Source: an optimization exercise on an open RTL-to-GDS flow (aim: small area, a short achievable clock period and few clock cycles). Production flows keep margins and buffers that such runs may drop.
Function was checked by simulation only, so behaviour that the tests miss may differ from the original.
Power figures rest on the tool's default switching activity, not on a simulated workload.

**flow/design.v**
```verilog
`timescale 1ns/1ps
package nn_pkg;
 localparam int K_SIZE = 3;
 localparam int PROD_W = 17;
 localparam int ACC_CONV_W = PROD_W + $clog2(K_SIZE*K_SIZE);
 localparam int RES_W = ACC_CONV_W + 1;
 localparam int W_W = 8;
 localparam int ACC_FC_W = 40;
 localparam int SHIFT_NORM = 6;
endpackage
`timescale 1ns/1ps
module window_gen_3x3_flat #(
 parameter int IMG_W = 8,
 parameter int IMG_H = 8
)(
 input logic clk,
 input logic rst,
 input logic in_valid,
 input logic signed [8:0] in_pixel,
 output logic win_valid,
 output logic [80:0] win_flat,  
 output logic [$clog2(IMG_W)-1:0] out_x,
 output logic [$clog2(IMG_H)-1:0] out_y
);
 logic signed [8:0] line1 [0:IMG_W-1];
 logic signed [8:0] line2 [0:IMG_W-1];
 logic signed [8:0] s0[0:2], s1[0:2], s2[0:2];
 int unsigned x, y;
 integer k;
 task automatic put9(input int idx, input logic signed [8:0] val);
 begin
 win_flat[idx*9 +: 9] <= val;
 end
 endtask
 always_ff @(posedge clk) begin
 if (rst) begin
 x <= 0; y <= 0;
 win_valid <= 0;
 out_x <= '0; out_y <= '0;
 win_flat <= '0;
 for (k = 0; k < IMG_W; k = k + 1) begin
 line1[k] <= '0;
 line2[k] <= '0;
 end
 for (k = 0; k < 3; k = k + 1) begin
 s0[k] <= '0; s1[k] <= '0; s2[k] <= '0;
 end
 end else begin
 win_valid <= 0;
 if (in_valid) begin
 s0[0] <= s0[1]; s0[1] <= s0[2]; s0[2] <= line2[x];
 s1[0] <= s1[1]; s1[1] <= s1[2]; s1[2] <= line1[x];
 s2[0] <= s2[1]; s2[1] <= s2[2]; s2[2] <= in_pixel;
 line2[x] <= line1[x];
 line1[x] <= in_pixel;
 if (y >= 2 && x >= 2) begin
 put9(0, s0[1]); put9(1, s0[2]); put9(2, line2[x]);
 put9(3, s1[1]); put9(4, s1[2]); put9(5, line1[x]);
 put9(6, s2[1]); put9(7, s2[2]); put9(8, in_pixel);
 win_valid <= 1;
 out_x <= x - 2;
 out_y <= y - 2;
 end
 if (x == IMG_W-1) begin
 x <= 0;
 if (y != IMG_H-1) y <= y + 1;
 else y <= 0;
 end else begin
 x <= x + 1;
 end
 end
 end
 end
endmodule
`timescale 1ns/1ps
import nn_pkg::*;
module nn_block_flat #(
 parameter int SHIFT_NORM = nn_pkg::SHIFT_NORM
)(
 input logic clk,
 input logic rst,
 input logic [80:0] win_flat,
 input logic signed [7:0] k00, k01, k02,
 input logic signed [7:0] k10, k11, k12,
 input logic signed [7:0] k20, k21, k22,
 input logic signed [7:0] bias,
 input logic signed [7:0] scale,
 input logic signed [7:0] offset,
 input logic signed [W_W-1:0] w0,
 input logic signed [W_W-1:0] w1,
 input logic signed [W_W-1:0] w2,
 output logic signed [RES_W-1:0] conv_result,
 output logic signed [RES_W-1:0] norm_result,
 output logic signed [ACC_FC_W-1:0] acc0,
 output logic signed [ACC_FC_W-1:0] acc1,
 output logic signed [ACC_FC_W-1:0] acc2
);
 function automatic logic signed [8:0] pix(input int idx);
 begin
 pix = $signed(win_flat[idx*9 +: 9]);
 end
 endfunction
 integer signed sum_temp;
 integer signed sum_next;
 always_comb begin
 sum_temp =
 pix(0)*k00 + pix(1)*k01 + pix(2)*k02 +
 pix(3)*k10 + pix(4)*k11 + pix(5)*k12 +
 pix(6)*k20 + pix(7)*k21 + pix(8)*k22;
 sum_next = (sum_temp <<< 1) + $signed(bias);
 end
 logic signed [RES_W-1:0] conv_reg;
 always_ff @(posedge clk) begin
 if (rst) conv_reg <= '0;
 else conv_reg <= sum_next[RES_W-1:0];
 end
 always_ff @(posedge clk) begin
 if (rst) conv_result <= '0;
 else conv_result <= conv_reg;
 end
 localparam int PROD_W = RES_W + 8;
 logic signed [PROD_W-1:0] prod;
 integer signed prod_shifted;
 integer signed sum_off;
 integer signed norm_next;
 always_comb begin
 prod = $signed(conv_reg) * $signed(scale);
 if (SHIFT_NORM > 0) prod_shifted = $signed(prod) >>> SHIFT_NORM;
 else if (SHIFT_NORM < 0) prod_shifted = $signed(prod) <<< (-SHIFT_NORM);
 else prod_shifted = $signed(prod);
 sum_off = prod_shifted + $signed(offset);
 norm_next = (sum_off < 0) ? 0 : sum_off;
 end
 always_ff @(posedge clk) begin
 if (rst) norm_result <= '0;
 else norm_result <= norm_next[RES_W-1:0];
 end
 always_comb begin
 acc0 = $signed(norm_result) * $signed(w0);
 acc1 = $signed(norm_result) * $signed(w1);
 acc2 = $signed(norm_result) * $signed(w2);
 end
endmodule
`timescale 1ns/1ps
import nn_pkg::*;
module nn_image_top #(
 parameter int IMG_W = 8,
 parameter int IMG_H = 8
)(
 input logic clk,
 input logic rst,
 input logic in_valid,
 input logic signed [8:0] in_pixel,
 input logic signed [7:0] k00, k01, k02,
 input logic signed [7:0] k10, k11, k12,
 input logic signed [7:0] k20, k21, k22,
 input logic signed [7:0] bias,
 input logic signed [7:0] scale,
 input logic signed [7:0] offset,
 input logic signed [W_W-1:0] w0,
 input logic signed [W_W-1:0] w1,
 input logic signed [W_W-1:0] w2,
 output logic out_valid,
 output logic signed [RES_W-1:0] conv_result,
 output logic signed [RES_W-1:0] norm_result,
 output logic signed [ACC_FC_W-1:0] acc0,
 output logic signed [ACC_FC_W-1:0] acc1,
 output logic signed [ACC_FC_W-1:0] acc2,
 output logic [$clog2(IMG_W)-1:0] out_x,
 output logic [$clog2(IMG_H)-1:0] out_y
);
 logic win_valid;
 logic [80:0] win_flat;  
 logic [$clog2(IMG_W)-1:0] win_x;
 logic [$clog2(IMG_H)-1:0] win_y;
 window_gen_3x3_flat #(
 .IMG_W(IMG_W),
 .IMG_H(IMG_H)
 ) u_win (
 .clk (clk),
 .rst (rst),
 .in_valid (in_valid),
 .in_pixel (in_pixel),
 .win_valid(win_valid),
 .win_flat (win_flat),
 .out_x (win_x),
 .out_y (win_y)
 );
 nn_block_flat #(
 .SHIFT_NORM(SHIFT_NORM)
 ) u_core (
 .clk (clk),
 .rst (rst),
 .win_flat (win_flat),
 .k00(k00), .k01(k01), .k02(k02),
 .k10(k10), .k11(k11), .k12(k12),
 .k20(k20), .k21(k21), .k22(k22),
 .bias (bias),
 .scale (scale),
 .offset (offset),
 .w0(w0),
 .w1(w1),
 .w2(w2),
 .conv_result(conv_result),
 .norm_result(norm_result),
 .acc0(acc0),
 .acc1(acc1),
 .acc2(acc2)
 );
 logic [1:0] vpipe;
 logic [$clog2(IMG_W)-1:0] x_pipe0, x_pipe1;
 logic [$clog2(IMG_H)-1:0] y_pipe0, y_pipe1;
 always_ff @(posedge clk) begin
 if (rst) begin
 vpipe <= 2'b00;
 x_pipe0 <= '0; x_pipe1 <= '0;
 y_pipe0 <= '0; y_pipe1 <= '0;
 end else begin
 vpipe <= {vpipe[0], win_valid};
 if (win_valid) begin
 x_pipe0 <= win_x;
 y_pipe0 <= win_y;
 end
 x_pipe1 <= x_pipe0;
 y_pipe1 <= y_pipe0;
 end
 end
 assign out_valid = vpipe[1];
 assign out_x = x_pipe1;
 assign out_y = y_pipe1;
endmodule
```
**flow/run.sh**
```bash
#!/bin/bash
# synth_recipe.tcl (not shown) runs the flow's synth.tcl, then flattens the netlist and writes it again
# the make line also repeats each setting of config.mk as NAME=value (left out here)
make -C /OpenROAD-flow-scripts/flow DESIGN_CONFIG=/design/flow/config.mk WORK_HOME=/design/flow/orfs CLKGATE_MAP_FILE= SYNTH_SCRIPT=/design/flow/synth_recipe.tcl finish
```
**flow/config.mk**
```make
export PLATFORM = sky130hd
export DESIGN_NAME = nn_image_top
export DESIGN_NICKNAME = nn_image_top
export VERILOG_FILES = /design/flow/design.v
export SDC_FILE = /design/flow/constraint.sdc
export NUM_CORES = 4
export LEC_CHECK = 0
export CAP_MARGIN = 20
export CORE_MARGIN = 2
export CORE_UTILIZATION = 40
export SLEW_MARGIN = 20
```
**flow/constraint.sdc**
```tcl
create_clock -name core_clock -period 12.0 [get_ports {clk}]
set_input_delay 2.4000 -clock core_clock [delete_from_list [all_inputs] [get_ports {clk}]]
set_output_delay 2.4000 -clock core_clock [all_outputs]
set_load 0.01 [all_outputs]
```
==> results by group <==
Job
  • Max_cap viols: 0

Yosys
  • Synth top area share: 0.352
  • Top-count cell post-synth: inv_1
  • Register area share after synthesis: 0.145
  • Mapped cell area: approximately 70000 sq um
  • Synth cell count leaders: inv_1 (1565), fa_1 (1227), and2_1 (803), nand2_1 (601), ha_1 (579)
  • Area contributors post-synth: fa_1 (35%), ha_1 (10%), inv_1 (8.4%), dfxtp_1 (8.3%), and2_1 (7.2%)
  • Flops & latches, synth: 433
  • Syn Inst Count: around 7500
  • Async S/R FF share, synth: 0
  • Library cells used by synthesis: 66
  • Most used DFF post-synth: dfxtp_1
  • Synth Area per Inst: approximately 9.3 sq um
  • Syn nets: approximately 9500
  • Yosys synthesis warning count: 6
  • Largest area contributor in the netlist: fa_1
  • Number of flops mapped to enable cells by yosys: 144

CTS
  • # clock sinks: 433
  • CTS Buf Count: 48
  • Post CTS Setup Buffer Count: 0
  • Post-CTS Resized: 0
  • Clock Path Buffers: 3
  • H-Tree Depth: 2
  • Clk Latency, worst-skew pair: 0.60 ns
  • Clock-pin slew on the worst setup and hold paths: about 0.06 ns
  • # hold bufs at CTS: 0
  • Root Driver: clkbuf_16
  • CTS tree: built

Placement
  • Placed insts: between 9000 and 10000
  • Placed cell area: 75200 sq um
  • Port Buf Inserts: 302
  • DP Wirelength: approximately 140 mm
  • GP Congestion: ~0.95

Worst setup path
  • CP Data Arrival Time: 9.00 ns
  • Crit path max fanout: 14
  • CP Class: in -> out
  • Nature of the critical path endpoint: output pin
  • Startpoint types: input port
  • Critical Path RT: 9.60 ns

Global routing
  • Vias in the first global route: between 50000 and 60000
  • Met2 Use GR: 0.354
  • Global-route track usage on met3: 0.0197
  • Routing usage on met1: 0.259
  • GRT Total Usage: 0.201
  • Grt peak-use layer: met2
  • First-pass GRT wire length: 287 mm
  • GRT overflow: 0
  • Antenna violations before repair: 15
  • Pin count of the biggest net entering global routing: 88

Layout
  • Nets: 9605
  • Top Registers: u_win.win_flat x81, u_win.line1 x72, u_win.line2 x72
  • Fill cell count: about 17000
  • Layout cells sized above 1: 0.0304
  • Max reg flops: 81
  • Finished Layout Cells: 10000
  • Area growth, synth to finish: 10.1%
  • Post-route cell area: 76800 sq um
  • Top reg by flops: u_win.win_flat

Detailed routing
  • DRT Pass-1 Iters: 5
  • Total wire length: 176 mm
  • Total number of vias: about 49000
  • DRC viols: 0
  • DR iter-0 viols: 2270
  • Routed Antenna Nets: 0
  • Routed length per instance: roughly 17 um
  • Post-DR vias/cell: 4.91

STA
  • Worst Skew: around 0.021 ns
  • Final worst path period share: 0.950
  • Max Clk Rate: around 0.088 GHz
  • RSZ-0062 raised after global routing: no
  • Final setup TNS: 0 ns
  • Worst Tran Pin Value: 1.13 ns
  • Final setup fails: 0
  • Tmin final: 11.40 ns
  • Final hold vios: 0
  • Max Slew Vio Count: 0
  • Slew HR: 0.230

Min path
  • Worst Hold Class: reg -> reg

Power and ir drop
  • Peak supply drop: 0.378 mV
  • Register share of total power: 0.086
  • Clk pwr share: 0.075
  • Pwr per Cell Area: 270 nW/um^2
  • Switching power: 10.2 mW
  • Leakage power: around 36 nW
  • Combinational share of power: 0.839
  • Switching Fraction: 0.490
  • Internal Power: 10.6 mW

Status
  • Status: timing/DRC/antenna clean

Die
  • Die width: 422 um
  • Initial core utilization: 0.402
  • DIE AREA: 178000 sq um
  • Core Rows: 153
  • Chip height: 422 um
  • Core area: 174000 sq um
  • I/O pins: ~300
==> per-stage QoR <==
| step | worst slack, ns | utilization | hold slack (ns) | total power [mW] |
|---|---|---|---|---|
| after floorplan | 1.36 | - | 0.414 | 14.0 |
| after global placement | 0.116 | 0.433 | 0.440 | 19.1 |
| after detailed placement | 0.104 | 0.433 | 0.441 | 19.4 |
| after CTS | 0.616 | 0.442 | 0.440 | 21.1 |
| after global routing | 0.0428 | 0.442 | 0.457 | 23.1 |
| final | 0.600 | 0.442 | 0.439 | 20.8 |
==> layout make-up <==
type | instances | area [sq um] | share of cell area
Clock buffer | 67 | 1370 | 0.0178
Sequential cell | 433 | 10100 | 0.132
Clock inverter | 22 | 270 | 0.00352
Inverter | 1565 | 5870 | 0.0765
Tap cell | 2325 | 2910 | 0.0379
Timing Repair Buffer | 379 | 3610 | 0.0470
Multi-Input combinational cell | 5240 | 52700 | 0.685
Antenna cell | 11 | 27.5 | 0.000358
==> power by group through the flow <==
stage | combinational (mW) | clock (mW) | sequential, mW
finish | 17.4 | 1.55 | 1.78
global route | 19.6 | 1.65 | 1.79
CTS | 17.7 | 1.59 | 1.78
detailed placement | 17.6 | 0 | 1.82
global placement | 17.3 | 0 | 1.81
floorplan | 12.3 | 0 | 1.78
==> routing by layer <==
layer  wire, um  share of wire  vias up
li1           -              -    23200
met1      74800           0.43    25000
met2      87400           0.50      936
met3       7220          0.041      183
met4       6050          0.034        6
met5         43        0.00024        -
==> placed cells by master, fill, tap and decap left out, drive strengths merged, types with 68 or more instances in the layout <==
master	synthesis	layout
a21oi	218	218
and2	803	803
and3	100	100
buf	59	78
clkbuf	219	68
clkdlybuf4s50	0	300
dfxtp	289	289
edfxtp	144	144
fa	1227	1227
ha	579	579
inv	1565	1570
nand2	601	601
nand2b	143	143
nor2	437	437
nor2b	70	70
o21ai	89	89
xnor2	246	246
xor2	127	127
==> worst max-delay path: stages <==
cell	delay (ns)
clkdlybuf4s50_1	0.83
and2_1	0.35
fa_1	0.48
inv_1	0.05
fa_1	0.49
fa_1	0.49
inv_1	0.05
fa_1	0.43
ha_1	0.34
o21a_1	0.15
o21ai_0	0.12
or3_1	0.44
or4b_1	0.59
nand3_1	0.18
a311o_1	0.27
a221o_1	0.19
a21oi_1	0.11
xnor2_1	0.22
buf_4	0.23
clkdlybuf4s50_1	0.56
==> cell families (layout without fill, tap and decap cells) <==
family / count (synthesis) / after routing / synth area share
other cells: 0 / 11 / 0
compound gates: 642 / 642 / 0.0604
buf+inv: 1843 / 2033 / 0.102
flops: 433 / 433 / 0.145
simple gates: 2320 / 2320 / 0.170
xor+xnor: 373 / 373 / 0.0468
mux: 99 / 99 / 0.0207
fa+ha+maj: 1806 / 1806 / 0.456
==> final timing paths <==
check / from / end / slack (ns) / cells after the start
setup / recovery: w0[4] / acc0[37] / 0.60 / 20
setup reg to reg: u_win.win_flat[77] / u_core.conv_reg[21] / 2.58 / 35
hold reg to reg: u_win.s2[1][2] / u_win.win_flat[56] / 0.44 / 2
hold / removal: u_win.s2[1][2] / u_win.win_flat[56] / 0.44 / 2
Testbench counts, summed over its fixed seeds: cycles 8,216.

afterwards: timing with drivers on the ports:
The results above use ideal ports. As a check the final layout listed here was re-extracted and re-timed, cells and wires unchanged. Step 1, drivers: a clkbuf_16 drives clk and a buf_2 each remaining input, both assumed. Step 2 also shifts input and output timing later by t, the mid clock arrival at the registers, as if the neighbouring blocks saw the same clock. Slacks: no drivers / after step 1 / after step 2; pairs: no drivers / after step 1.
t (ns): 0.655
setup WS [ns]: 0.600 / 0.574 / 0.048
worst register clock-pin slew, ns: 0.06 / 0.06
After both steps this run still meets setup and hold. The setup slack of this run moves by -0.026 ns with the drivers and by -0.552 ns with both steps.
